Background: an optimization exercise with open tools, aiming at small area and a short achievable clock period. Do not read the settings as production practice.
At most, simulation tests tie the RTL to the original design; equivalence was not proved.
Power is estimated from default activity; no workload was simulated.

## fixedFloatConversion
module fixedFloatConversion(
  input wire clk,
  input wire rst,
  input wire[31:0] targetnumber,
  input wire[4:0] fixpointpos,
  input wire opcode,
  output reg[31:0] result);
For scale: about 960 cells after synthesis, ~32 flip-flops, ~5000 um^2 of cells after synthesis.
==> module fixedFloatConversion, before the edit <==
module fixedFloatConversion(
  input wire clk,
  input wire rst,
  input wire[31:0] targetnumber,
  input wire[4:0] fixpointpos,
  input wire opcode,
  output reg[31:0] result);
wire        s  = targetnumber[31];
wire [30:0] t  = targetnumber[30:0];
wire        nz = |t;
wire [4:0] lz;
lzc32 ulz (.w({t ^ {31{s}}, 1'b1}), .lz(lz));
wire [9:0] d     = 10'd150 - {5'd0, fixpointpos} - {2'd0, targetnumber[30:23]};
wire       valid = (d[9:5] == 5'd0);
wire [4:0] bsh   = ~d[4:0];
wire [54:0] x0 = opcode ? {31'd0, 1'b1, t[22:0]} : {t, 24'd0};
wire [4:0]  sh = opcode ? bsh : lz;
wire [54:16] x1 = sh[4] ? x0[38:0]  : x0[54:16];
wire [54:24] x2 = sh[3] ? x1[46:16] : x1[54:24];
wire [54:28] x3 = sh[2] ? x2[50:24] : x2[54:28];
wire [54:30] x4 = sh[1] ? x3[52:28] : x3[54:30];
wire [54:31] y  = sh[0] ? x4[53:30] : x4[54:31];
wire st = (~sh[4] & |x0[15:0]) | (~sh[3] & |x1[23:16]) | (~sh[2] & |x2[27:24])
        | (~sh[1] & |x3[29:28]) | (~sh[0] & x4[30]);
wire        cin = ~opcode & st;
wire [24:0] vp;                  
prefix_or #(.N(25)) pb (.a({y[54:31], cin}), .y(vp));
wire [23:0] low = y[54:31] ^ ({24{s}} & vp[23:0]);
wire [7:0]  e0 = 8'd157 - {3'd0, fixpointpos} - {3'd0, lz};
wire [7:0]  e  = (s & ~vp[24]) ? e0 + 8'd1 : e0;
wire keep = opcode ? valid : nz;
always @(posedge clk) begin
  result[22:0]  <= keep ? low[22:0] : 23'd0;
  result[30:23] <= keep ? (opcode ? {{7{s & vp[24]}}, low[23]} : e) : 8'd0;
  result[31]    <= keep & s & (~opcode | vp[24]);
end
endmodule
export LEC_CHECK = 0
export ABC_AREA = 1
export CAP_MARGIN = 20
export CORE_MARGIN = 2
export CORE_UTILIZATION = 40
export SETUP_SLACK_MARGIN = 3
export SLEW_MARGIN = 20
export TNS_END_PERCENT = 0
create_clock -name core_clock -period 9.0 [get_ports {clk}]
standard.sh (not shown) runs the stock make flow with config.mk's settings and CLKGATE_MAP_FILE= SYNTH_SCRIPT=/design/flow/synth_recipe.tcl, a recipe that flattens the netlist after the stock synthesis.
==> flow/flow/run.sh <==
#!/bin/bash
# Standard layout with two changes:
#  - synthesis maps with the ABC script flow/map.abc (registers untouched:
#    abc runs without -dff, so the standard synthesis's flip-flops remain);
#  - the port buffers are the smallest buffer cell.
set -euo pipefail
W=$(pwd)
export BUFFER_PORTS_ARGS="-buffer_cell sky130_fd_sc_hd__buf_1"
{
  echo 'proc abc {args} {'
  echo '  set i [lsearch $args -script]'
  echo "  if {\$i >= 0} { lset args [expr {\$i+1}] $W/flow/map.abc }"
  echo '  yosys abc {*}$args'
  echo '}'
  cat "$W/synth_recipe.tcl"
} > "$W/my_synth.tcl"
sed -E "s#'?SYNTH_SCRIPT=[^ ']*'?#SYNTH_SCRIPT=$W/my_synth.tcl#" "$W/standard.sh" > "$W/my_standard.sh"
grep -q "SYNTH_SCRIPT=$W/my_synth.tcl" "$W/my_standard.sh"
bash "$W/my_standard.sh" > "$W/standard.log" 2>&1
==> flow/flow/map.abc <==
strash
dch -f
map -B 0.9
Rerun with:
--- a/flow/design.v
+++ b/flow/design.v
@@ -15,13 +15,18 @@
 wire       valid = (d[9:5] == 5'd0);
 wire [4:0] bsh   = ~d[4:0];
-wire [54:0] x0 = opcode ? {31'd0, 1'b1, t[22:0]} : {t, 24'd0};
+wire [54:0] xa = {t, 24'd0};
+wire [54:0] xb = {31'd0, 1'b1, t[22:0]};
 wire [4:0]  sh = opcode ? bsh : lz;
-wire [54:16] x1 = sh[4] ? x0[38:0]  : x0[54:16];
+wire pa1 = ~opcode & lz[4];
+wire pa0 = ~opcode & ~lz[4];
+wire pb1 = opcode & bsh[4];
+wire pb0 = opcode & ~bsh[4];
+wire [54:16] x1 = ({39{pa1}} & xa[38:0]) | ({39{pa0}} & xa[54:16])
+                | ({39{pb1}} & xb[38:0]) | ({39{pb0}} & xb[54:16]);
 wire [54:24] x2 = sh[3] ? x1[46:16] : x1[54:24];
 wire [54:28] x3 = sh[2] ? x2[50:24] : x2[54:28];
 wire [54:30] x4 = sh[1] ? x3[52:28] : x3[54:30];
 wire [54:31] y  = sh[0] ? x4[53:30] : x4[54:31];
-wire st = (~sh[4] & |x0[15:0]) | (~sh[3] & |x1[23:16]) | (~sh[2] & |x2[27:24])
-        | (~sh[1] & |x3[29:28]) | (~sh[0] & x4[30]);
+wire st = (~sh[2] & |x2[27:24]) | (~sh[1] & |x3[29:28]) | (~sh[0] & x4[30]);
 wire        cin = ~opcode & st;
 wire [24:0] vp;                  
What happened: The changed run completed without violations; die area goes down by 2.7%; setup slack gets worse by 100 ps; total power goes down by 1.7%; synthesized area goes down by 2.7%; hold slack gets worse by 6.0 ps; via count goes down by 4.8%; wire length goes down by 4.1%; global-route usage goes up by 0.32 points; sequential cell count stays the same; sequential power barely changes; count of clock-buffer cells in the layout goes up by 1; critical path depth goes down by 8.
Only the layout flow was run in the second run of this note; the RTL was not checked for function there.

---

== v6 ==
The RTL this note starts from:
==> flow/design.v <==
`timescale 1ns / 1ps
module fixedFloatConversion(
  input wire clk,
  input wire rst,
  input wire[31:0] targetnumber,
  input wire[4:0] fixpointpos,
  input wire opcode,
  output reg[31:0] result);
genvar g;
wire        s  = targetnumber[31];
wire [30:0] t  = targetnumber[30:0];
wire [30:0] mag = s ? (~t + 31'd1) : t;
wire        nz  = |t;
wire [4:0] lz;
lzc32 ulz (.w({mag, 1'b1}), .lz(lz));
wire [9:0] d     = 10'd150 - {5'd0, fixpointpos} - {2'd0, targetnumber[30:23]};
wire       valid = (d[9:5] == 5'd0);
wire [23:0] m = {1'b1, targetnumber[22:0]};
wire [30:0] revm;
generate
  for (g = 0; g < 24; g = g + 1) begin : rv
    assign revm[30-g] = m[g];
  end
endgenerate
assign revm[6:0] = 7'd0;
wire [30:0] x0 = opcode ? revm : mag;
wire [4:0]  sh = opcode ? d[4:0] : lz;
wire [30:0] x1 = sh[4] ? {x0[14:0], 16'd0} : x0;
wire [30:0] x2 = sh[3] ? {x1[22:0], 8'd0} : x1;
wire [30:0] x3 = sh[2] ? {x2[26:0], 4'd0} : x2;
wire [30:0] x4 = sh[1] ? {x3[28:0], 2'd0} : x3;
wire [30:0] y  = sh[0] ? {x4[29:0], 1'd0} : x4;
wire [7:0]  e  = 8'd157 - {3'd0, fixpointpos} - {3'd0, lz};
wire [31:0] fres = nz ? {s, e, y[29:7]} : 32'd0;
wire [23:0] v;
generate
  for (g = 0; g < 24; g = g + 1) begin : rb
    assign v[g] = y[30-g] & valid;
  end
endgenerate
wire [31:0] xres = s ? -{8'd0, v} : {8'd0, v};
always @(posedge clk) begin
  result <= opcode ? xres : fres;
end
endmodule
module lzc32 (
  input  wire [31:0] w,
  output wire [4:0]  lz);
  wire [15:0] z1; wire [15:0] c1;
  wire [7:0]  z2; wire [15:0] c2;
  wire [3:0]  z3; wire [11:0] c3;
  wire [1:0]  z4; wire [7:0]  c4;
  genvar i;
  generate
    for (i = 0; i < 16; i = i + 1) begin : l1
      assign z1[i] = ~(w[2*i+1] | w[2*i]);
      assign c1[i] = ~w[2*i+1];
    end
    for (i = 0; i < 8; i = i + 1) begin : l2
      assign z2[i] = z1[2*i+1] & z1[2*i];
      assign c2[2*i+1:2*i] = z1[2*i+1] ? {1'b1, c1[2*i]} : {1'b0, c1[2*i+1]};
    end
    for (i = 0; i < 4; i = i + 1) begin : l3
      assign z3[i] = z2[2*i+1] & z2[2*i];
      assign c3[3*i+2:3*i] = z2[2*i+1] ? {1'b1, c2[4*i+1:4*i]} : {1'b0, c2[4*i+3:4*i+2]};
    end
    for (i = 0; i < 2; i = i + 1) begin : l4
      assign z4[i] = z3[2*i+1] & z3[2*i];
      assign c4[4*i+3:4*i] = z3[2*i+1] ? {1'b1, c3[6*i+2:6*i]} : {1'b0, c3[6*i+5:6*i+3]};
    end
  endgenerate
  assign lz = z4[1] ? {1'b1, c4[3:0]} : {1'b0, c4[7:4]};
endmodule
export LEC_CHECK = 0
export ABC_AREA = 1
export CAP_MARGIN = 20
export CORE_MARGIN = 2
export CORE_UTILIZATION = 40
export SLEW_MARGIN = 20
create_clock -name core_clock -period 9.0 [get_ports {clk}]
run.sh (not shown) runs the stock make flow with config.mk's settings and CLKGATE_MAP_FILE= SYNTH_SCRIPT=/design/flow/synth_recipe.tcl, a recipe that flattens the netlist after the stock synthesis.
Stock flow here: none of the scripts above is used.
The inputs of v7 differ from those of v6 as listed below.
--- a/flow/design.v
+++ b/flow/design.v
@@ -33,14 +33,14 @@
 wire [7:0]  e  = 8'd157 - {3'd0, fixpointpos} - {3'd0, lz};
 wire [31:0] fres = nz ? {s, e, y[29:7]} : 32'd0;
 wire [23:0] v;
 generate
   for (g = 0; g < 24; g = g + 1) begin : rb
-    assign v[g] = y[30-g] & valid;
+    assign v[g] = y[30-g];
   end
 endgenerate
-wire [31:0] xres = s ? -{8'd0, v} : {8'd0, v};
+wire [31:0] xres = valid ? (s ? -{8'd0, v} : {8'd0, v}) : 32'd0;
 always @(posedge clk) begin
   result <= opcode ? xres : fres;
 end
 endmodule
 module lzc32 (
[summary]
- In v7 the clock period minus final worst setup slack turned out 0.049 ns higher than in v6.
- In v7 the fraction of power consumed by combinational cells turned out 0.4 points lower than in v6.
- Comparing v6 and v7, the lower total number of cells along the worst setup path is on v6.
- v7: clock-cell share of area is 0.18 points lower than what v6 reported.
- Sequential group power (v7 / v6): 0.919
- Between v6 and v7, area of the multi-input gates is lower for v7, v6 comes in above that.
- In v7, the last weighted congestion value of the routability-driven placer came out about 3% above the value in v6.
- Compared to v6, v7 has relative area of non-clock buffer cells in the final design 0.42 points higher.
- Going from v6 to v7, growth of design area from synthesis to finish shrinks by 0.38 points.
- Sort v6 and v7 by setup slack, descending, and v6 comes first.
- Looking at v6 and v7, the clock transition at the registers of the reported paths is a wash.
- v7 vs. v6: total met2 wirelength after detailed routing grew by 1.0%, reported leakage power saw a decrease.
Function not checked in v6: the RTL went through the layout flow alone.

---

fixedFloatConversion, a different RTL version from the one above (not shown whole).
Size: ~830 cells after synthesis, ~72 I/O pins, ~5000 sq um of cells after synthesis.
==> module prefix_or, before the edit <==
module prefix_or #(parameter N = 32) (
  input  wire [N-1:0] a,
  output wire [N-1:0] y);
  localparam L = $clog2(N);
  wire [N-1:0] p [0:L];
  assign p[0] = a;
  genvar k, i;
  generate
    for (k = 0; k < L; k = k + 1) begin : lv
      for (i = 0; i < N; i = i + 1) begin : bt
        if ((i >> k) & 1)
          assign p[k+1][i] = p[k][i] | p[k][((i >> k) << k) - 1];
        else
          assign p[k+1][i] = p[k][i];
      end
    end
  endgenerate
  assign y = p[L];
endmodule
export LEC_CHECK = 0
export ABC_AREA = 1
export CAP_MARGIN = 20
export CORE_MARGIN = 2
export CORE_UTILIZATION = 40
export SETUP_SLACK_MARGIN = 3
export SLEW_MARGIN = 20
export TNS_END_PERCENT = 0
create_clock -name core_clock -period 9.0 [get_ports {clk}]
standard.sh (not shown) runs the stock make flow with config.mk's settings and CLKGATE_MAP_FILE= SYNTH_SCRIPT=/design/flow/synth_recipe.tcl, a recipe that flattens the netlist after the stock synthesis.
==> flow/flow/map.abc <==
strash
dch -f
map -a
topo
stime -c
buffer -c
upsize -c
dnsize -c
Scripts as last shown in full above: flow/flow/run.sh
Then changed:
--- a/flow/design.v
+++ b/flow/design.v
@@ -14,21 +14,26 @@
 wire [9:0] d     = 10'd150 - {5'd0, fixpointpos} - {2'd0, targetnumber[30:23]};
 wire       valid = (d[9:5] == 5'd0);
 wire [4:0] bsh   = ~d[4:0];
-wire [54:0] x0 = opcode ? {31'd0, 1'b1, t[22:0]} : {t, 24'd0};
+wire [54:0] xa = {t, 24'd0};
+wire [54:0] xb = {31'd0, 1'b1, t[22:0]};
 wire [4:0]  sh = opcode ? bsh : lz;
-wire [54:16] x1 = sh[4] ? x0[38:0]  : x0[54:16];
+wire pa1 = ~opcode & lz[4];
+wire pa0 = ~opcode & ~lz[4];
+wire pb1 = opcode & bsh[4];
+wire pb0 = opcode & ~bsh[4];
+wire [54:16] x1 = ({39{pa1}} & xa[38:0]) | ({39{pa0}} & xa[54:16])
+                | ({39{pb1}} & xb[38:0]) | ({39{pb0}} & xb[54:16]);
 wire [54:24] x2 = sh[3] ? x1[46:16] : x1[54:24];
 wire [54:28] x3 = sh[2] ? x2[50:24] : x2[54:28];
 wire [54:30] x4 = sh[1] ? x3[52:28] : x3[54:30];
 wire [54:31] y  = sh[0] ? x4[53:30] : x4[54:31];
-wire st = (~sh[4] & |x0[15:0]) | (~sh[3] & |x1[23:16]) | (~sh[2] & |x2[27:24])
-        | (~sh[1] & |x3[29:28]) | (~sh[0] & x4[30]);
+wire st = (~sh[2] & |x2[27:24]) | (~sh[1] & |x3[29:28]) | (~sh[0] & x4[30]);
 wire        cin = ~opcode & st;
 wire [24:0] vp;                  
 prefix_or #(.N(25)) pb (.a({y[54:31], cin}), .y(vp));
 wire [23:0] low = y[54:31] ^ ({24{s}} & vp[23:0]);
-wire [7:0]  e0 = 8'd157 - {3'd0, fixpointpos} - {3'd0, lz};
-wire [7:0]  e  = (s & ~vp[24]) ? e0 + 8'd1 : e0;
+wire        pow2 = s & (&(t[30:1] | ~t[29:0]));
+wire [7:0]  e  = 8'd157 - {3'd0, fixpointpos} - {3'd0, lz} + {7'd0, pow2};
 wire keep = opcode ? valid : nz;
 always @(posedge clk) begin
   result[22:0]  <= keep ? low[22:0] : 23'd0;
@@ -67,7 +72,7 @@
 module prefix_or #(parameter N = 32) (
   input  wire [N-1:0] a,
   output wire [N-1:0] y);
-  localparam L = $clog2(N);
+  localparam L = 5;               
   wire [N-1:0] p [0:L];
   assign p[0] = a;
   genvar k, i;
Outcome: Die area is lower by 8.7%; wire length is higher by 0.47%; setup slack improved by 75 ps; sequential share of layout area is higher by 1.4 points; critical path depth is higher by 1; via count is lower by 2.4%; final cell count is lower by 8.0%.
Function not checked in the first run of this note: the RTL went through the layout flow alone.

---

lane 1:
fixedFloatConversion with an RTL version that a note above also has.
For scale: ~32 flip-flops, ~72 I/O pins, roughly 4700 µm² of cells after synthesis.
==> module fixedFloatConversion, before the edit <==
module fixedFloatConversion(
  input wire clk,
  input wire rst,
  input wire[31:0] targetnumber,
  input wire[4:0] fixpointpos,
  input wire opcode,
  output reg[31:0] result);
wire        s  = targetnumber[31];
wire [30:0] t  = targetnumber[30:0];
wire        nz = |t;
wire [4:0] lz;
lzc32 ulz (.w({t ^ {31{s}}, 1'b1}), .lz(lz));
wire [9:0] d     = 10'd150 - {5'd0, fixpointpos} - {2'd0, targetnumber[30:23]};
wire       valid = (d[9:5] == 5'd0);
wire [4:0] bsh   = ~d[4:0];
wire [54:0] xa = {t, 24'd0};
wire [54:0] xb = {31'd0, 1'b1, t[22:0]};
wire [4:0]  sh = opcode ? bsh : lz;
wire pa1 = ~opcode & lz[4];
wire pa0 = ~opcode & ~lz[4];
wire pb1 = opcode & bsh[4];
wire pb0 = opcode & ~bsh[4];
wire [54:16] x1 = ({39{pa1}} & xa[38:0]) | ({39{pa0}} & xa[54:16])
                | ({39{pb1}} & xb[38:0]) | ({39{pb0}} & xb[54:16]);
wire [54:24] x2 = sh[3] ? x1[46:16] : x1[54:24];
wire [54:28] x3 = sh[2] ? x2[50:24] : x2[54:28];
wire [54:30] x4 = sh[1] ? x3[52:28] : x3[54:30];
wire [54:31] y  = sh[0] ? x4[53:30] : x4[54:31];
wire st = (~sh[2] & |x2[27:24]) | (~sh[1] & |x3[29:28]) | (~sh[0] & x4[30]);
wire        cin = ~opcode & st;
wire [24:0] vp;                  
prefix_or #(.N(25)) pb (.a({y[54:31], cin}), .y(vp));
wire [23:0] low = y[54:31] ^ ({24{s}} & vp[23:0]);
wire        pow2 = s & (&(t[30:1] | ~t[29:0]));
wire [7:0]  e  = 8'd157 - {3'd0, fixpointpos} - {3'd0, lz} + {7'd0, pow2};
wire keep = opcode ? valid : nz;
always @(posedge clk) begin
  result[22:0]  <= keep ? low[22:0] : 23'd0;
  result[30:23] <= keep ? (opcode ? {{7{s & vp[24]}}, low[23]} : e) : 8'd0;
  result[31]    <= keep & s & (~opcode | vp[24]);
end
endmodule
Settings: LEC_CHECK=0, ABC_AREA=1, CAP_MARGIN=20, CORE_MARGIN=2, CORE_UTILIZATION=40, SETUP_SLACK_MARGIN=3.6, SLEW_MARGIN=20, TNS_END_PERCENT=0; clock period 9.0 ns.
==> flow/flow/map.abc <==
strash
dch -f
map -B 0.9
Scripts as last shown in full above: flow/flow/run.sh
diff inputs: lane 1 => lane 2
diff --git a/flow/design.v b/flow/design.v
--- a/flow/design.v
+++ b/flow/design.v
@@ -8,15 +8,15 @@
   output reg[31:0] result);
 wire        s  = targetnumber[31];
 wire [30:0] t  = targetnumber[30:0];
 wire        nz = |t;
 wire [4:0] lz;
 lzc32 ulz (.w({t ^ {31{s}}, 1'b1}), .lz(lz));
-wire [9:0] d     = 10'd150 - {5'd0, fixpointpos} - {2'd0, targetnumber[30:23]};
-wire       valid = (d[9:5] == 5'd0);
-wire [4:0] bsh   = ~d[4:0];
+wire [8:0] sum   = {4'd0, fixpointpos} + {1'd0, targetnumber[30:23]} + 9'd9;
+wire       valid = (sum[8:5] == 4'b0100);
+wire [4:0] bsh   = sum[4:0];
 wire [54:0] xa = {t, 24'd0};
 wire [54:0] xb = {31'd0, 1'b1, t[22:0]};
 wire [4:0]  sh = opcode ? bsh : lz;
 wire pa1 = ~opcode & lz[4];
 wire pa0 = ~opcode & ~lz[4];
 wire pb1 = opcode & bsh[4];
Notes after the runs:
Going from lane 1 to lane 2, global routing usage summed across all routing layers went up, leakage power of the design went down, cell count went down, first-iteration DRC count went up.
[compare] base=lane 1 new=lane 2: number of antenna violations at the first check in global routing neither gained nor lost much; critical path depth lower; placeable core area shows a reduction of about 0.9%; fraction of area in registers essentially unchanged; first-pass GRT wire length rose about 1.3%.
Of lane 2 and lane 1, it is lane 2 that has the higher portion of the layout cell area used by non-clock buffers.
Looking at wire length per cell, lane 2 sits about 1.1% higher than lane 1 does.
Per the comparison of lane 2 with lane 1, logic gate share of total power fell by 2.3 points, final area fell 0.56%, final clock period utilization by the worst path went up by 0.34 points.
For lane 1, the endpoint of the worst setup timing path was result[28], unlike lane 2, where it was result[30].

==> afterwards: timing with drivers on the ports <==
The flow's constraints put no driver on any port. The routed layouts listed below were extracted and timed again, unchanged, in two steps. Step 1 assumes that a clkbuf_16 drives the clock port and a buf_2 every other input. Step 2 also shifts input and output timing later by t, the mid clock arrival at the registers, as if the neighbouring blocks saw the same clock. Three values: ideal ports, drivers, drivers and shift; two values: the first two.
run | shift t [ns] | setup slack, ns | worst register clock-pin slew, ns
the first run of note 1 | 0.305 | 3.422 / 3.433 / 3.128 | 0.05 / 0.05
the second run of note 1 | 0.310 | 3.320 / 3.331 / 3.021 | 0.05 / 0.05
v6 | 0.310 | 2.441 / 2.448 / 2.138 | 0.06 / 0.06
v7 | 0.306 | 2.392 / 2.406 / 2.100 | 0.05 / 0.05
the first run of note 3 | 0.300 | 3.240 / 3.255 / 2.954 | 0.05 / 0.05
the second run of note 3 | 0.307 | 3.315 / 3.313 / 3.005 | 0.06 / 0.06
lane 1 | 0.313 | 3.955 / 3.967 / 3.654 | 0.05 / 0.05
lane 2 | 0.316 | 3.924 / 3.939 / 3.623 | 0.05 / 0.05
After both steps setup and hold are still met in every run listed. The setup slack of the second run of note 3, which loses most, moves by -0.002 ns with the drivers and by -0.310 ns with both steps.
